Background: an optimization exercise with open tools, aiming at small area. Do not read the settings as production practice. The RTL was checked by simulation tests, not by an equivalence proof against the original design. No driver is modelled on the clock port, so clock power and skew are understated where the tree is cut down; a real chip needs a root buffer or a tree. Power is estimated from default activity; no workload was simulated.

## v34
## Top_Module
module Top_Module(
    input clk,  
    input rst,  
    input sw,  
    input btnC,  
    input btnU,  
    input btnR,  
    output [6:0] seg,
    output [3:0] an,
    output [7:0] led  
);
wire [3:0] s1, m1, h1;
wire [2:0] s2, m2;
wire [1:0] h2;
reg hrup, minup;
wire btnCclr, btnUclr, btnRclr;
reg btnUclr_prev, btnRclr_prev;
debounce dbC(clk, btnC, btnCclr, rst);
debounce dbU(clk, btnU, btnUclr, rst);  
debounce dbR(clk, btnR, btnRclr, rst);  
sevenseg_driver seg7(clk, rst, {2'b00, h2}, h1, {1'b0, m2}, m1, seg, an);
digital_clock clock(clk, sw, rst, btnCclr, hrup, minup, s1, s2, m1, m2, h1, h2);
always @(posedge clk) begin
    btnUclr_prev <= btnUclr;
    btnRclr_prev <= btnRclr;
    if (rst) begin
        hrup <= 1'b0;
        minup <= 1'b0;
    end else begin
        hrup <= btnUclr & ~btnUclr_prev;
        minup <= btnRclr & ~btnRclr_prev;
    end
end
assign led[7:0] = {1'b0, s2, s1};
endmodule
For scale: roughly 25 I/O pins, about 4000 µm² of cells after synthesis.
clock: 10.0 ns
lec_check: 0
cap_margin: 20
core_margin: 2
core_utilization: 75
slew_margin: 20
standard.sh (not shown) runs the stock make flow with config.mk's settings and CLKGATE_MAP_FILE= SYNTH_SCRIPT=/design/flow/synth_recipe.tcl, a recipe that flattens the netlist after the stock synthesis.
==> flow/flow/run.sh <==
#!/bin/bash
# Own layout flow:
#  1. the standard synthesis (kept as std_1_2_yosys.v for reference);
#  2. the same synthesis again with an area-oriented ABC script for the
#     combinational logic (own_synth.tcl, area_a.abc, area_b.abc), once per
#     ABC script and seed; the smallest netlist whose registers match the
#     standard synthesis (names and cells) is used, or the standard netlist if
#     none does;
#  3. the standard ORFS layout from floorplan to finish, with a smaller clock
#     tree built by manual_cts.tcl and the smallest buffer on the ports.
# Each tool's output goes to a log file in this folder.
set -euo pipefail
W=$PWD
F=$W/flow
R=$W/orfs/results/$FLOW_PLATFORM/Top_Module/base
L=$W/orfs/logs/$FLOW_PLATFORM/Top_Module/base

bash standard.sh synth > $W/log_std_synth.txt 2>&1
cp $R/1_2_yosys.v $W/std_1_2_yosys.v
cp $L/1_2_yosys.log $W/log_std_yosys.txt

# Own synthesis, once per ABC script and random seed (in parallel, each in its
# own ORFS work folder); the smallest netlist whose registers match the
# standard synthesis is used.
regs() { grep -oE '^\s*sky130_fd_sc_hd__(df|sdf|edf)[a-z0-9_]* +[^ ]+' "$1" | sed -E 's/_[0-9]+ / /; s/^\s*//' | sort; }
# each run is an ABC script (area_a.abc or area_b.abc) and a deepsyn seed
RUNS=${OWN_SYNTH_RUNS:-a1 a2 a3 a4 b1 b2 b3 b4}
n=0
for S in $RUNS; do
  H=$W/syn_$S
  mkdir -p $H
  sed "s/&deepsyn -T 60/\&deepsyn -T 60 -S ${S:1}/" $F/area_${S:0:1}.abc > $H/area.abc
  OWN_ABC_SCRIPT=$H/area.abc bash standard.sh WORK_HOME=$H SYNTH_SCRIPT=$F/own_synth.tcl ADDER_MAP_FILE= \
    $H/results/$FLOW_PLATFORM/Top_Module/base/1_2_yosys.v > $W/log_own_synth_$S.txt 2>&1 &
  n=$((n + 1))
  if (( n % ${NUM_CORES:-4} == 0 )); then wait || true; fi
done
wait || true
best=""; best_area=""
for S in $RUNS; do
  H=$W/syn_$S
  v=$H/results/$FLOW_PLATFORM/Top_Module/base/1_2_yosys.v
  st=$H/reports/$FLOW_PLATFORM/Top_Module/base/synth_stat.txt
  cp $H/logs/$FLOW_PLATFORM/Top_Module/base/1_2_yosys.log $W/log_own_yosys_$S.txt 2>/dev/null || true
  [[ -s $v && -s $st ]] || { echo "own synthesis run $S: failed"; continue; }
  if ! diff <(regs $W/std_1_2_yosys.v) <(regs $v) > $W/log_reg_diff_$S.txt; then
    echo "own synthesis run $S: registers differ from the standard synthesis"; continue
  fi
  a=$(awk '/Chip area for module/ {print $NF}' $st | tail -1)
  echo "own synthesis run $S: area $a, registers match ($(regs $v | wc -l))"
  if [[ -z $best_area ]] || awk -v a="$a" -v b="$best_area" 'BEGIN { exit !(a < b) }'; then best=$v; best_area=$a; fi
done
if [[ -n $best ]]; then
  echo "using $best ($best_area)"
  cp $best $R/1_2_yosys.v
else
  echo "no own synthesis usable; using the standard netlist"
  cp $W/std_1_2_yosys.v $R/1_2_yosys.v
fi
touch $R/1_2_yosys.v

export OWN_CTS_CELL=${OWN_CTS_CELL:-sky130_fd_sc_hd__inv_8}
export OWN_CTS_ROOT=${OWN_CTS_ROOT:-sky130_fd_sc_hd__inv_4}
export OWN_RESULTS=$R
export PLATFORM_DIR=$FLOW_HOME/platforms/$FLOW_PLATFORM
LIMIT=${OWN_SLEW_LIMIT_PS:-120}
ok=0
bash standard.sh "BUFFER_PORTS_ARGS=-buffer_cell sky130_fd_sc_hd__buf_1" place > $W/log_orfs_place.txt 2>&1
for fan in ${OWN_CTS_FANS:-26 23 20 18 16 14}; do
  export OWN_CTS_MAXFAN=$fan
  bash standard.sh clean_cts clean_route clean_finish > /dev/null 2>&1 || true
  bash standard.sh \
    "PRE_CTS_TCL=$F/manual_cts.tcl" \
    "BUFFER_PORTS_ARGS=-buffer_cell sky130_fd_sc_hd__buf_1" \
    finish > $W/log_orfs_layout_fan$fan.txt 2>&1 || continue
  openroad -no_init -exit $F/clk_slew.tcl > $W/log_clk_slew_fan$fan.txt 2>&1 || continue
  slew=$(awk '/^OWN_CLK_SLEW_PS/ {print $2}' $W/log_clk_slew_fan$fan.txt)
  echo "manual clock tree, at most $fan sinks per buffer: worst clock-pin slew $slew ps"
  if awk -v s="$slew" -v l="$LIMIT" 'BEGIN { exit !(s > 0 && s <= l) }'; then ok=1; break; fi
done
if [[ $ok == 0 ]]; then
  echo "manual clock trees too slow; using TritonCTS"
  bash standard.sh clean_cts clean_route clean_finish > /dev/null 2>&1 || true
  bash standard.sh \
    "BUFFER_PORTS_ARGS=-buffer_cell sky130_fd_sc_hd__buf_1" \
    finish > $W/log_orfs_layout_tritoncts.txt 2>&1
fi
==> flow/flow/area_a.abc <==
strash
&get -n
&fraig -x
&put
scorr
dc2
strash
&get -n
&deepsyn -T 60
&put
strash
&get -n
&dch -f
&nf -R 1000
&put
strash
&get -n
&dch -f
&nf -R 1000
&put
==> flow/flow/area_b.abc <==
strash
&get -n
&deepsyn -T 60
&put
strash
&get -n
&dch -f
&nf -R 1000
&put
strash
&get -n
&dch -f
&nf -R 1000
&put
Other scripts of this flow, unchanged in this note and not shown: flow/flow/clk_slew.tcl, flow/flow/manual_cts.tcl, flow/flow/own_synth.tcl
> inputs changed (v34 -> v43)
--- a/flow/flow/run.sh
+++ b/flow/flow/run.sh
@@ -5,4 +5,3 @@
-#     combinational logic (own_synth.tcl, area_a.abc, area_b.abc), once per
-#     ABC script and seed; the smallest netlist whose registers match the
-#     standard synthesis (names and cells) is used, or the standard netlist if
-#     none does;
+#     combinational logic (own_synth.tcl, area.abc), once per ABC seed; the
+#     smallest netlist whose registers match the standard synthesis (names and
+#     cells) is used, or the standard netlist if none does;
@@ -22,3 +21,3 @@
-# Own synthesis, once per ABC script and random seed (in parallel, each in its
-# own ORFS work folder); the smallest netlist whose registers match the
-# standard synthesis is used.
+# Own synthesis, once per ABC random seed (in parallel, each in its own ORFS
+# work folder); the smallest netlist whose registers match the standard
+# synthesis is used.
@@ -26,2 +25 @@
-# each run is an ABC script (area_a.abc or area_b.abc) and a deepsyn seed
-RUNS=${OWN_SYNTH_RUNS:-a1 a2 a3 a4 b1 b2 b3 b4}
+SEEDS=${OWN_SYNTH_SEEDS:-1 2 3 4 5 6 7 8}
@@ -29,2 +27,2 @@
-for S in $RUNS; do
-  H=$W/syn_$S
+for S in $SEEDS; do
+  H=$W/syn_s$S
@@ -32 +30 @@
-  sed "s/&deepsyn -T 60/\&deepsyn -T 60 -S ${S:1}/" $F/area_${S:0:1}.abc > $H/area.abc
+  sed "s/&deepsyn -T 60/\&deepsyn -T 60 -S $S/" $F/area.abc > $H/area.abc
@@ -34 +32 @@
-    $H/results/$FLOW_PLATFORM/Top_Module/base/1_2_yosys.v > $W/log_own_synth_$S.txt 2>&1 &
+    $H/results/$FLOW_PLATFORM/Top_Module/base/1_2_yosys.v > $W/log_own_synth_s$S.txt 2>&1 &
@@ -40,2 +38,2 @@
-for S in $RUNS; do
-  H=$W/syn_$S
+for S in $SEEDS; do
+  H=$W/syn_s$S
@@ -44,4 +42,4 @@
-  cp $H/logs/$FLOW_PLATFORM/Top_Module/base/1_2_yosys.log $W/log_own_yosys_$S.txt 2>/dev/null || true
-  [[ -s $v && -s $st ]] || { echo "own synthesis run $S: failed"; continue; }
-  if ! diff <(regs $W/std_1_2_yosys.v) <(regs $v) > $W/log_reg_diff_$S.txt; then
-    echo "own synthesis run $S: registers differ from the standard synthesis"; continue
+  cp $H/logs/$FLOW_PLATFORM/Top_Module/base/1_2_yosys.log $W/log_own_yosys_s$S.txt 2>/dev/null || true
+  [[ -s $v && -s $st ]] || { echo "own synthesis seed $S: failed"; continue; }
+  if ! diff <(regs $W/std_1_2_yosys.v) <(regs $v) > $W/log_reg_diff_s$S.txt; then
+    echo "own synthesis seed $S: registers differ from the standard synthesis"; continue
@@ -50 +48 @@
-  echo "own synthesis run $S: area $a, registers match ($(regs $v | wc -l))"
+  echo "own synthesis seed $S: area $a, registers match ($(regs $v | wc -l))"
==> flow/flow/area.abc (new file) <==
strash
&get -n
&fraig -x
&put
scorr
dc2
strash
&get -n
&deepsyn -T 60
&put
strash
&get -n
&dch -f
&nf -R 1000
&put
strash
&get -n
&dch -f
&nf -R 1000
&put
removed: flow/flow/area_a.abc
removed: flow/flow/area_b.abc
[summary]
- v43 reports a higher detailed router's first-iteration violation count than v34 does.
- Per the comparison of v43 with v34, cell area saw a decrease, total via count after detailed routing saw a decrease, non-filler instance count after layout saw a decrease, worst clock skew on the final layout saw a decrease.
- Wire length | v43 above v34
Setup changes, v43 to v32
--- a/flow/flow/run.sh
+++ b/flow/flow/run.sh
@@ -5,3 +5,4 @@
-#     combinational logic (own_synth.tcl, area.abc), once per ABC seed; the
-#     smallest netlist whose registers match the standard synthesis (names and
-#     cells) is used, or the standard netlist if none does;
+#     combinational logic (own_synth.tcl, area_a.abc, area_b.abc), once per
+#     ABC script and seed; the smallest netlist whose registers match the
+#     standard synthesis (names and cells) is used, or the standard netlist if
+#     none does;
@@ -21,3 +22,3 @@
-# Own synthesis, once per ABC random seed (in parallel, each in its own ORFS
-# work folder); the smallest netlist whose registers match the standard
-# synthesis is used.
+# Own synthesis, once per ABC script and random seed (in parallel, each in its
+# own ORFS work folder); the smallest netlist whose registers match the
+# standard synthesis is used.
@@ -25 +26,2 @@
-SEEDS=${OWN_SYNTH_SEEDS:-1 2 3 4 5 6 7 8}
+# each run is an ABC script (area_a.abc or area_b.abc) and a deepsyn seed
+RUNS=${OWN_SYNTH_RUNS:-a1 a2 a3 a4 a5 a6 a7 a8 b11 b12 b13 b14 b15 b16 b17 b18}
@@ -27,2 +29,2 @@
-for S in $SEEDS; do
-  H=$W/syn_s$S
+for S in $RUNS; do
+  H=$W/syn_$S
@@ -30 +32 @@
-  sed "s/&deepsyn -T 60/\&deepsyn -T 60 -S $S/" $F/area.abc > $H/area.abc
+  sed "s/&deepsyn -T 60/\&deepsyn -T 60 -S ${S:1}/" $F/area_${S:0:1}.abc > $H/area.abc
@@ -32 +34 @@
-    $H/results/$FLOW_PLATFORM/Top_Module/base/1_2_yosys.v > $W/log_own_synth_s$S.txt 2>&1 &
+    $H/results/$FLOW_PLATFORM/Top_Module/base/1_2_yosys.v > $W/log_own_synth_$S.txt 2>&1 &
@@ -38,2 +40,2 @@
-for S in $SEEDS; do
-  H=$W/syn_s$S
+for S in $RUNS; do
+  H=$W/syn_$S
@@ -42,4 +44,4 @@
-  cp $H/logs/$FLOW_PLATFORM/Top_Module/base/1_2_yosys.log $W/log_own_yosys_s$S.txt 2>/dev/null || true
-  [[ -s $v && -s $st ]] || { echo "own synthesis seed $S: failed"; continue; }
-  if ! diff <(regs $W/std_1_2_yosys.v) <(regs $v) > $W/log_reg_diff_s$S.txt; then
-    echo "own synthesis seed $S: registers differ from the standard synthesis"; continue
+  cp $H/logs/$FLOW_PLATFORM/Top_Module/base/1_2_yosys.log $W/log_own_yosys_$S.txt 2>/dev/null || true
+  [[ -s $v && -s $st ]] || { echo "own synthesis run $S: failed"; continue; }
+  if ! diff <(regs $W/std_1_2_yosys.v) <(regs $v) > $W/log_reg_diff_$S.txt; then
+    echo "own synthesis run $S: registers differ from the standard synthesis"; continue
@@ -48 +50 @@
-  echo "own synthesis seed $S: area $a, registers match ($(regs $v | wc -l))"
+  echo "own synthesis run $S: area $a, registers match ($(regs $v | wc -l))"
==> flow/flow/area_a.abc (new file) <==
strash
&get -n
&fraig -x
&put
scorr
dc2
strash
&get -n
&deepsyn -T 60
&put
strash
&get -n
&dch -f
&nf -R 1000
&put
strash
&get -n
&dch -f
&nf -R 1000
&put
==> flow/flow/area_b.abc (new file) <==
strash
&get -n
&deepsyn -T 60
&put
strash
&get -n
&dch -f
&nf -R 1000
&put
strash
&get -n
&dch -f
&nf -R 1000
&put
removed: flow/flow/area.abc
[summary]
[compare] base=v43 new=v32: synthesized cell count level, first-pass GRT wire length moved down, final critical path time including I/O delays and setup moved up, slew of the pin with the lowest slew margin level.
As of v32, detailed-route vias per instance had fallen slightly compared to v43.
The fraction of area in registers was comparable across v32 and v43.
Going from v43 to v32, routed wire length lost about 4.3%, total number of cells along the worst setup path has increased, die area was more or less identical.
Number of detailed-routing iterations run before antenna repair: v32 vs v43 identical
No run of this note takes its clock network from TritonCTS; it comes from the design's own scripts or RTL.


Setup of job 101:
The RTL this note starts from:
==> flow/design.v <==
module Decoder_7_segment(
    input [3:0] in,
    output [6:0] seg
    );
    wire d3 = in[3], d2 = in[2], d1 = in[1], d0 = in[0];
    assign seg[6] = (~d3 & ~d2 & ~d1 & d0) | (d2 & ~d1 & ~d0);
    assign seg[5] = d2 & (d1 ^ d0);
    assign seg[4] = ~d2 & d1 & ~d0;
    assign seg[3] = (~d3 & ~d2 & ~d1 & d0) | (d2 & ~(d1 ^ d0));
    assign seg[2] = d0 | (d2 & ~d1);
    assign seg[1] = (~d2 & d1) | (d1 & d0) | (~d3 & ~d2 & d0);
    assign seg[0] = (~d3 & ~d2 & ~d1) | (d2 & d1 & d0);
endmodule
module debounce(
    input clk_in, pb,
    output reg pb_out,
    input rst
);
    localparam [19:0] P = 20'hAAAAA;
    reg [19:0] count;
    reg past;
    reg pb_sync_0, pb_sync_1, pb_stable;
    wire eq = (pb_sync_1 == pb_stable);
    wire [19:0] s = count ^ P;
    wire z = ~|s[18:0];
    wire fb = s[19] ^ s[16] ^ z;
    wire hit = s[19] & s[14];
    always @(posedge clk_in) begin
        count <= eq ? P : ({s[18:0], fb} ^ P);
        past <= ~eq & (past ? ~z : hit);
        if (rst) begin
            pb_sync_0 <= 1'b0;
            pb_sync_1 <= 1'b0;
            pb_stable <= 1'b0;
            pb_out <= 1'b0;
        end else begin
            pb_sync_0 <= pb;
            pb_sync_1 <= pb_sync_0;
            if (!eq && past)
                pb_stable <= pb_sync_1;
            pb_out <= pb_sync_1 & ~pb_stable;
        end
    end
endmodule
module sevenseg_driver(
        input clk,
        input clr,
        input [3:0] in1,
        input [3:0] in2,
        input [3:0] in3,
        input [3:0] in4,
        output [6:0] seg,
        output [3:0] an
        );
        reg [11:0] cnt;
        reg started;
        reg [3:0] digit;
        wire load = &cnt[9:0];
        wire [1:0] st = cnt[11:10];
        reg [3:0] sel;
        always @(*) begin
            case (st)
                2'd0: sel = in1;
                2'd1: sel = in2;
                2'd2: sel = in3;
                default: sel = in4;
            endcase
        end
        always @(posedge clk) begin
            if (clr) begin
                cnt <= 12'h200;
                started <= 1'b0;
                digit <= 4'd8;
            end else begin
                cnt <= cnt + 12'd1;
                if (load) begin
                    started <= 1'b1;
                    digit <= sel;
                end
            end
        end
        assign an[3] = started & (st != 2'd1);
        assign an[2] = started & (st != 2'd2);
        assign an[1] = started & (st != 2'd3);
        assign an[0] = started & (st != 2'd0);
        Decoder_7_segment dec(digit, seg);
endmodule
module digital_clock(
    input clk,
    input en,         
    input srst,       
    input clr,        
    input hrup,
    input minup,
    output reg [3:0] s1,
    output reg [2:0] s2,
    output reg [3:0] m1,
    output reg [2:0] m2,
    output reg [3:0] h1,
    output reg [1:0] h2
    );
    reg [9:0] clkc;
    wire pre_end = &{clkc[9:5], clkc[3]};
    wire adv  = en & ~clr & ~minup & ~hrup;
    wire tick = adv & pre_end;
    wire s1_9 = s1[3] & s1[0];
    wire s2_5 = s2[2] & s2[0];
    wire m1_9 = m1[3] & m1[0];
    wire m2_5 = m2[2] & m2[0];
    wire h1_9 = h1[3] & h1[0];
    wire h_23 = h2[1] & h1[1] & h1[0];
    wire inc_s1 = tick;
    wire inc_s2 = tick & s1_9;
    wire inc_m1 = minup | (inc_s2 & s2_5);
    wire inc_m2 = inc_m1 & m1_9;
    wire inc_h  = (hrup & ~minup) | (inc_s2 & s2_5 & m1_9 & m2_5);
    wire clear = srst | clr;
    always @(posedge clk) begin
        if (srst)
            clkc <= 10'd0;
        else if (adv)
            clkc <= pre_end ? 10'd0 : clkc + 10'd1;
        if (clear) begin
            s1 <= 0; s2 <= 0; m1 <= 0; m2 <= 0; h1 <= 0; h2 <= 0;
        end else begin
            if (inc_s1) s1 <= s1_9 ? 4'd0 : s1 + 4'd1;
            if (inc_s2) s2 <= s2_5 ? 3'd0 : s2 + 3'd1;
            if (inc_m1) m1 <= m1_9 ? 4'd0 : m1 + 4'd1;
            if (inc_m2) m2 <= m2_5 ? 3'd0 : m2 + 3'd1;
            if (inc_h) begin
                if (h_23) begin
                    h1 <= 4'd0; h2 <= 2'd0;
                end else if (h1_9) begin
                    h1 <= 4'd0; h2 <= h2 + 2'd1;
                end else
                    h1 <= h1 + 4'd1;
            end
        end
    end
endmodule
module Top_Module(
    input clk,  
    input rst,  
    input sw,  
    input btnC,  
    input btnU,  
    input btnR,  
    output [6:0] seg,
    output [3:0] an,
    output [7:0] led  
);
wire [3:0] s1, m1, h1;
wire [2:0] s2, m2;
wire [1:0] h2;
reg hrup, minup;
wire btnCclr, btnUclr, btnRclr;
reg btnUclr_prev, btnRclr_prev;
debounce dbC(clk, btnC, btnCclr, rst);
debounce dbU(clk, btnU, btnUclr, rst);  
debounce dbR(clk, btnR, btnRclr, rst);  
sevenseg_driver seg7(clk, rst, {2'b00, h2}, h1, {1'b0, m2}, m1, seg, an);
digital_clock clock(clk, sw, rst, btnCclr, hrup, minup, s1, s2, m1, m2, h1, h2);
always @(posedge clk) begin
    btnUclr_prev <= btnUclr;
    btnRclr_prev <= btnRclr;
    if (rst) begin
        hrup <= 1'b0;
        minup <= 1'b0;
    end else begin
        hrup <= btnUclr & ~btnUclr_prev;
        minup <= btnRclr & ~btnRclr_prev;
    end
end
assign led[7:0] = {1'b0, s2, s1};
endmodule
export LEC_CHECK = 0
export CAP_MARGIN = 20
export CORE_MARGIN = 2
export CORE_UTILIZATION = 75
export SLEW_MARGIN = 20
create_clock -name core_clock -period 10.0 [get_ports {clk}]
==> flow/flow/run.sh <==
#!/bin/bash
# Own layout flow:
#  1. the standard synthesis (kept as std_1_2_yosys.v for reference);
#  2. the same synthesis again with an area-oriented ABC script for the
#     combinational logic (own_synth.tcl); its registers are checked against
#     the standard synthesis (names and cells) and the standard netlist is used
#     if they differ;
#  3. the standard ORFS layout from floorplan to finish, with a smaller clock
#     tree built by manual_cts.tcl and the smallest buffer on the ports.
# Each tool's output goes to a log file in this folder.
set -euo pipefail
W=$PWD
F=$W/flow
R=$W/orfs/results/$FLOW_PLATFORM/Top_Module/base
L=$W/orfs/logs/$FLOW_PLATFORM/Top_Module/base

bash standard.sh synth > $W/log_std_synth.txt 2>&1
cp $R/1_2_yosys.v $W/std_1_2_yosys.v
cp $L/1_2_yosys.log $W/log_std_yosys.txt

export OWN_ABC_SCRIPT=$F/area.abc
bash standard.sh SYNTH_SCRIPT=$F/own_synth.tcl ADDER_MAP_FILE= do-yosys > $W/log_own_synth.txt 2>&1 || true
cp $L/1_2_yosys.log $W/log_own_yosys.txt || true

regs() { grep -oE '^\s*sky130_fd_sc_hd__(df|sdf|edf)[a-z0-9_]* +[^ ]+' "$1" | sed -E 's/_[0-9]+ / /; s/^\s*//' | sort; }
if [[ -s $R/1_2_yosys.v ]] && diff <(regs $W/std_1_2_yosys.v) <(regs $R/1_2_yosys.v) > $W/log_reg_diff.txt; then
  echo "own synthesis: registers match ($(regs $R/1_2_yosys.v | wc -l))"
else
  echo "own synthesis: registers differ or synthesis failed; using the standard netlist"
  cp $W/std_1_2_yosys.v $R/1_2_yosys.v
fi
touch $R/1_2_yosys.v

export OWN_CTS_CELL=${OWN_CTS_CELL:-sky130_fd_sc_hd__inv_8}
export OWN_CTS_ROOT=${OWN_CTS_ROOT:-sky130_fd_sc_hd__inv_8}
export OWN_RESULTS=$R
export PLATFORM_DIR=$FLOW_HOME/platforms/$FLOW_PLATFORM
LIMIT=${OWN_SLEW_LIMIT_PS:-120}
ok=0
bash standard.sh "BUFFER_PORTS_ARGS=-buffer_cell sky130_fd_sc_hd__buf_1" place > $W/log_orfs_place.txt 2>&1
for fan in ${OWN_CTS_FANS:-23 20 18 16 14 12}; do
  export OWN_CTS_MAXFAN=$fan
  bash standard.sh clean_cts clean_route clean_finish > /dev/null 2>&1 || true
  bash standard.sh \
    "PRE_CTS_TCL=$F/manual_cts.tcl" \
    "BUFFER_PORTS_ARGS=-buffer_cell sky130_fd_sc_hd__buf_1" \
    finish > $W/log_orfs_layout_fan$fan.txt 2>&1 || continue
  openroad -no_init -exit $F/clk_slew.tcl > $W/log_clk_slew_fan$fan.txt 2>&1 || continue
  slew=$(awk '/^OWN_CLK_SLEW_PS/ {print $2}' $W/log_clk_slew_fan$fan.txt)
  echo "manual clock tree, at most $fan sinks per buffer: worst clock-pin slew $slew ps"
  if awk -v s="$slew" -v l="$LIMIT" 'BEGIN { exit !(s > 0 && s <= l) }'; then ok=1; break; fi
done
if [[ $ok == 0 ]]; then
  echo "manual clock trees too slow; using TritonCTS"
  bash standard.sh clean_cts clean_route clean_finish > /dev/null 2>&1 || true
  bash standard.sh \
    "BUFFER_PORTS_ARGS=-buffer_cell sky130_fd_sc_hd__buf_1" \
    finish > $W/log_orfs_layout_tritoncts.txt 2>&1
fi
==> flow/flow/area.abc <==
strash
&get -n
&fraig -x
&put
scorr
dc2
strash
&get -n
&deepsyn -T 60
&put
strash
&get -n
&dch -f
&nf -R 1000
&put
strash
&get -n
&dch -f
&nf -R 1000
&put
==> flow/flow/manual_cts.tcl <==
# Clock tree for a small design, used instead of TritonCTS (ORFS's PRE_CTS_TCL
# hook): the flip-flops are split into groups of at most OWN_CTS_MAXFAN by
# position (k-means with a size cap),
# each group is driven by one clock buffer of type OWN_CTS_CELL placed at the
# group's centre, and the clock port drives only those buffers. ORFS's own
# clock_tree_synthesis call is then skipped; the rest of its CTS step (detailed
# placement, timing repair) runs as usual.
set maxfan [expr { [info exists ::env(OWN_CTS_MAXFAN)] ? $::env(OWN_CTS_MAXFAN) : 16 }]
set cell [expr { [info exists ::env(OWN_CTS_CELL)] ? $::env(OWN_CTS_CELL) : "sky130_fd_sc_hd__clkbuf_8" }]

set block [ord::get_db_block]
set clknet [[$block findBTerm clk] getNet]

# sinks: every instance pin on the clock net
set sinks {}
foreach it [$clknet getITerms] {
  set inst [$it getInst]
  set bb [$inst getBBox]
  lappend sinks [list $it [expr { ([$bb xMin] + [$bb xMax]) / 2.0 }] [expr { ([$bb yMin] + [$bb yMax]) / 2.0 }]]
}
set n [llength $sinks]
set k [expr { ($n + $maxfan - 1) / $maxfan }]
set cap [expr { ($n + $k - 1) / $k }]
puts "manual CTS: $n sinks, $k buffers of $cell, at most $cap sinks each"

# k-means, started from sinks spread along x
set sorted [lsort -real -index 1 $sinks]
set cx {}; set cy {}
for { set j 0 } { $j < $k } { incr j } {
  set s [lindex $sorted [expr { int(($j + 0.5) * $n / $k) }]]
  lappend cx [lindex $s 1]; lappend cy [lindex $s 2]
}
for { set iter 0 } { $iter < 50 } { incr iter } {
  # nearest centre with room left, sinks with the most to lose placed first
  set order {}
  set idx 0
  foreach s $sinks {
    set ds {}
    for { set j 0 } { $j < $k } { incr j } {
      lappend ds [list $j [expr { abs([lindex $s 1] - [lindex $cx $j]) + abs([lindex $s 2] - [lindex $cy $j]) }]]
    }
    set ds [lsort -real -index 1 $ds]
    set regret [expr { $k > 1 ? [lindex $ds 1 1] - [lindex $ds 0 1] : 0 }]
    lappend order [list $idx $regret $ds]
    incr idx
  }
  set order [lsort -real -decreasing -index 1 $order]
  set assign [lrepeat $n 0]
  set load [lrepeat $k 0]
  foreach o $order {
    foreach d [lindex $o 2] {
      set j [lindex $d 0]
      if { [lindex $load $j] < $cap } {
        lset assign [lindex $o 0] $j
        lset load $j [expr { [lindex $load $j] + 1 }]
        break
      }
    }
  }
  set nx {}; set ny {}
  for { set j 0 } { $j < $k } { incr j } {
    set sx 0.0; set sy 0.0; set c 0
    foreach s $sinks a $assign {
      if { $a == $j } { set sx [expr { $sx + [lindex $s 1] }]; set sy [expr { $sy + [lindex $s 2] }]; incr c }
    }
    if { $c > 0 } { lappend nx [expr { $sx / $c }]; lappend ny [expr { $sy / $c }] } else { lappend nx [lindex $cx $j]; lappend ny [lindex $cy $j] }
  }
  set cx $nx; set cy $ny
}

set master [[ord::get_db] findMaster $cell]
# input and output pin of a buffer or inverter cell
proc io_iterms { inst } {
  set in ""; set out ""
  foreach it [$inst getITerms] {
    if { [$it getSigType] ne "SIGNAL" } { continue }
    if { [$it getIoType] eq "INPUT" } { set in $it }
    if { [$it getIoType] eq "OUTPUT" } { set out $it }
  }
  return [list $in $out]
}
set drv $clknet
# (an inverting group cell always gets an inverting root, so the flip-flops see
# the clock's own polarity)
if { $k > 4 || [string match "*inv*" $cell] } {
  set rcell [expr { [info exists ::env(OWN_CTS_ROOT)] ? $::env(OWN_CTS_ROOT) : "sky130_fd_sc_hd__clkbuf_8" }]
  set root [odb::dbInst_create $block [[ord::get_db] findMaster $rcell] "clkbuf_own_root"]
  set drv [odb::dbNet_create $block "clknet_own_root"]
  $drv setSigType CLOCK
  lassign [io_iterms $root] rin rout
  $rin connect $clknet
  $rout connect $drv
  set sx 0.0; set sy 0.0
  foreach x $cx y $cy { set sx [expr { $sx + $x }]; set sy [expr { $sy + $y }] }
  $root setLocation [expr { int($sx / $k) }] [expr { int($sy / $k) }]
  $root setPlacementStatus PLACED
}
for { set j 0 } { $j < $k } { incr j } {
  set buf [odb::dbInst_create $block $master "clkbuf_own_$j"]
  set net [odb::dbNet_create $block "clknet_own_$j"]
  $net setSigType CLOCK
  lassign [io_iterms $buf] bin bout
  $bin connect $drv
  $bout connect $net
  set c 0
  foreach s $sinks a $assign {
    if { $a == $j } {
      set it [lindex $s 0]
      $it disconnect
      $it connect $net
      incr c
    }
  }
  $buf setLocation [expr { int([lindex $cx $j]) }] [expr { int([lindex $cy $j]) }]
  $buf setPlacementStatus PLACED
  puts "manual CTS: buffer $j drives $c sinks at [expr { int([lindex $cx $j]) }] [expr { int([lindex $cy $j]) }]"
}
$clknet setSigType CLOCK

set_propagated_clock [all_clocks]
proc clock_tree_synthesis { args } {
  puts "manual CTS: clock_tree_synthesis skipped"
}
proc repair_clock_inverters { args } {}
Other scripts of this flow, unchanged in this note and not shown: flow/flow/clk_slew.tcl, flow/flow/own_synth.tcl
### job 101 -> job 102
--- a/flow/flow/run.sh
+++ b/flow/flow/run.sh
@@ -34,2 +34,2 @@
-export OWN_CTS_CELL=${OWN_CTS_CELL:-sky130_fd_sc_hd__inv_8}
-export OWN_CTS_ROOT=${OWN_CTS_ROOT:-sky130_fd_sc_hd__inv_8}
+export OWN_CTS_CELL=${OWN_CTS_CELL:-sky130_fd_sc_hd__clkbuf_8}
+export OWN_CTS_ROOT=${OWN_CTS_ROOT:-sky130_fd_sc_hd__clkbuf_8}
@@ -41 +41 @@
-for fan in ${OWN_CTS_FANS:-23 20 18 16 14 12}; do
+for fan in ${OWN_CTS_FANS:-20 18 16 14 12 10}; do
--- a/flow/flow/manual_cts.tcl
+++ b/flow/flow/manual_cts.tcl
@@ -72,10 +71,0 @@
-# input and output pin of a buffer or inverter cell
-proc io_iterms { inst } {
-  set in ""; set out ""
-  foreach it [$inst getITerms] {
-    if { [$it getSigType] ne "SIGNAL" } { continue }
-    if { [$it getIoType] eq "INPUT" } { set in $it }
-    if { [$it getIoType] eq "OUTPUT" } { set out $it }
-  }
-  return [list $in $out]
-}
@@ -83,3 +73 @@
-# (an inverting group cell always gets an inverting root, so the flip-flops see
-# the clock's own polarity)
-if { $k > 4 || [string match "*inv*" $cell] } {
+if { $k > 4 } {
@@ -90,3 +78,2 @@
-  lassign [io_iterms $root] rin rout
-  $rin connect $clknet
-  $rout connect $drv
+  [$root findITerm A] connect $clknet
+  [$root findITerm X] connect $drv
@@ -102,3 +89,2 @@
-  lassign [io_iterms $buf] bin bout
-  $bin connect $drv
-  $bout connect $net
+  [$buf findITerm A] connect $drv
+  [$buf findITerm X] connect $net
Notes after the runs:
- On final standard cell count with taps included and fillers excluded, job 102 tracks job 101 almost exactly.
- Going from job 101 to job 102, the core utilization was found to have gone up by 0.61 points.
- In terms of part of the total power dissipated in combinational logic, job 101 and job 102 differ only marginally.
- Against job 101, finished layout cell area in job 102 came out worse.
- Job 102 did not stop at any stage, and its layout met the timing, design-rule and antenna checks.
- Compared with job 101, job 102 shows overall power consumption higher by 2.8%.
- Job 102 ends up with a final routed wirelength across all metal layers that is 120 um higher than in job 101.
## Diff of input files: job 103 against job 102
- changing CORE_UTILIZATION from 75 to 70
--- a/flow/flow/run.sh
+++ b/flow/flow/run.sh
@@ -38 +38 @@
-LIMIT=${OWN_SLEW_LIMIT_PS:-120}
+LIMIT=${OWN_SLEW_LIMIT_PS:-115}
@@ -41 +41 @@
-for fan in ${OWN_CTS_FANS:-20 18 16 14 12 10}; do
+for fan in ${OWN_CTS_FANS:-18 14 11 8}; do
==> flow/flow/area.abc <==
strash
&get -n
&fraig -x
&put
scorr
dc2
strash
&get -n
&dch -f
&nf -R 1000
&put
Findings:
- No stage failed in job 103, and the final checks on the layout all came back clean.
- Summary of the comparison: design area is higher in job 103, relative to job 102.
- Global placer's final weighted congestion went up slightly going from job 102 to job 103.
- There was hardly any difference in design internal power between job 103 and job 102.
- Net switching power of the design of job 102 is on par with job 103.
- On count of vias placed by the detailed router, job 103 does worse than job 102.
- Against job 102, die boundary width in job 103 rose by a few percent.
- Job 103 -> job 102: met3 global-route usage flat
- Compared job 103 vs job 102, and final hold slack is up in job 103.
- Delta (job 103 minus job 102): total power shows no meaningful change; overall die height increased 3.5 um.
- Compare job 102 and job 103 | share of post-route cells with drive strength above 1 lower: job 103
No run of this note takes its clock network from TritonCTS; it comes from the design's own scripts or RTL.

what the ideal ports hide:
No port has a modelled driver above. Below, the same layouts with a new extraction and two added sets of constraints. Step 1 (the two cells are an assumption about what drives the block):
set clk [get_ports {clk}]
set_driving_cell -lib_cell sky130_fd_sc_hd__clkbuf_16 $clk
set_driving_cell -lib_cell sky130_fd_sc_hd__buf_2 [delete_from_list [all_inputs] $clk]
Step 2 adds t to the input delays and takes it off the output delays; t is the mean of the earliest and latest rising clock arrival at the registers after step 1. Input paths then give back, and output paths get back, about the clock's delay inside the block. a / b / c = ideal / step 1 / step 2; a / b = the first two.
run	t, ns	setup WS [ns]	pins driven straight from the clock port
v34	0.298	4.541 / 4.553 / 4.255	1
v43	0.275	4.721 / 4.728 / 4.454	1
v32	0.284	4.493 / 4.503 / 4.219	1
job 101	0.227	4.778 / 4.793 / 4.566	1
job 102	0.384	4.956 / 4.951 / 4.567	1
job 103	0.382	6.353 / 6.353 / 5.972	1
After both steps every run listed still meets setup and hold. The setup slack of job 102, which loses most, moves by -0.005 ns with the drivers and by -0.389 ns with both steps.
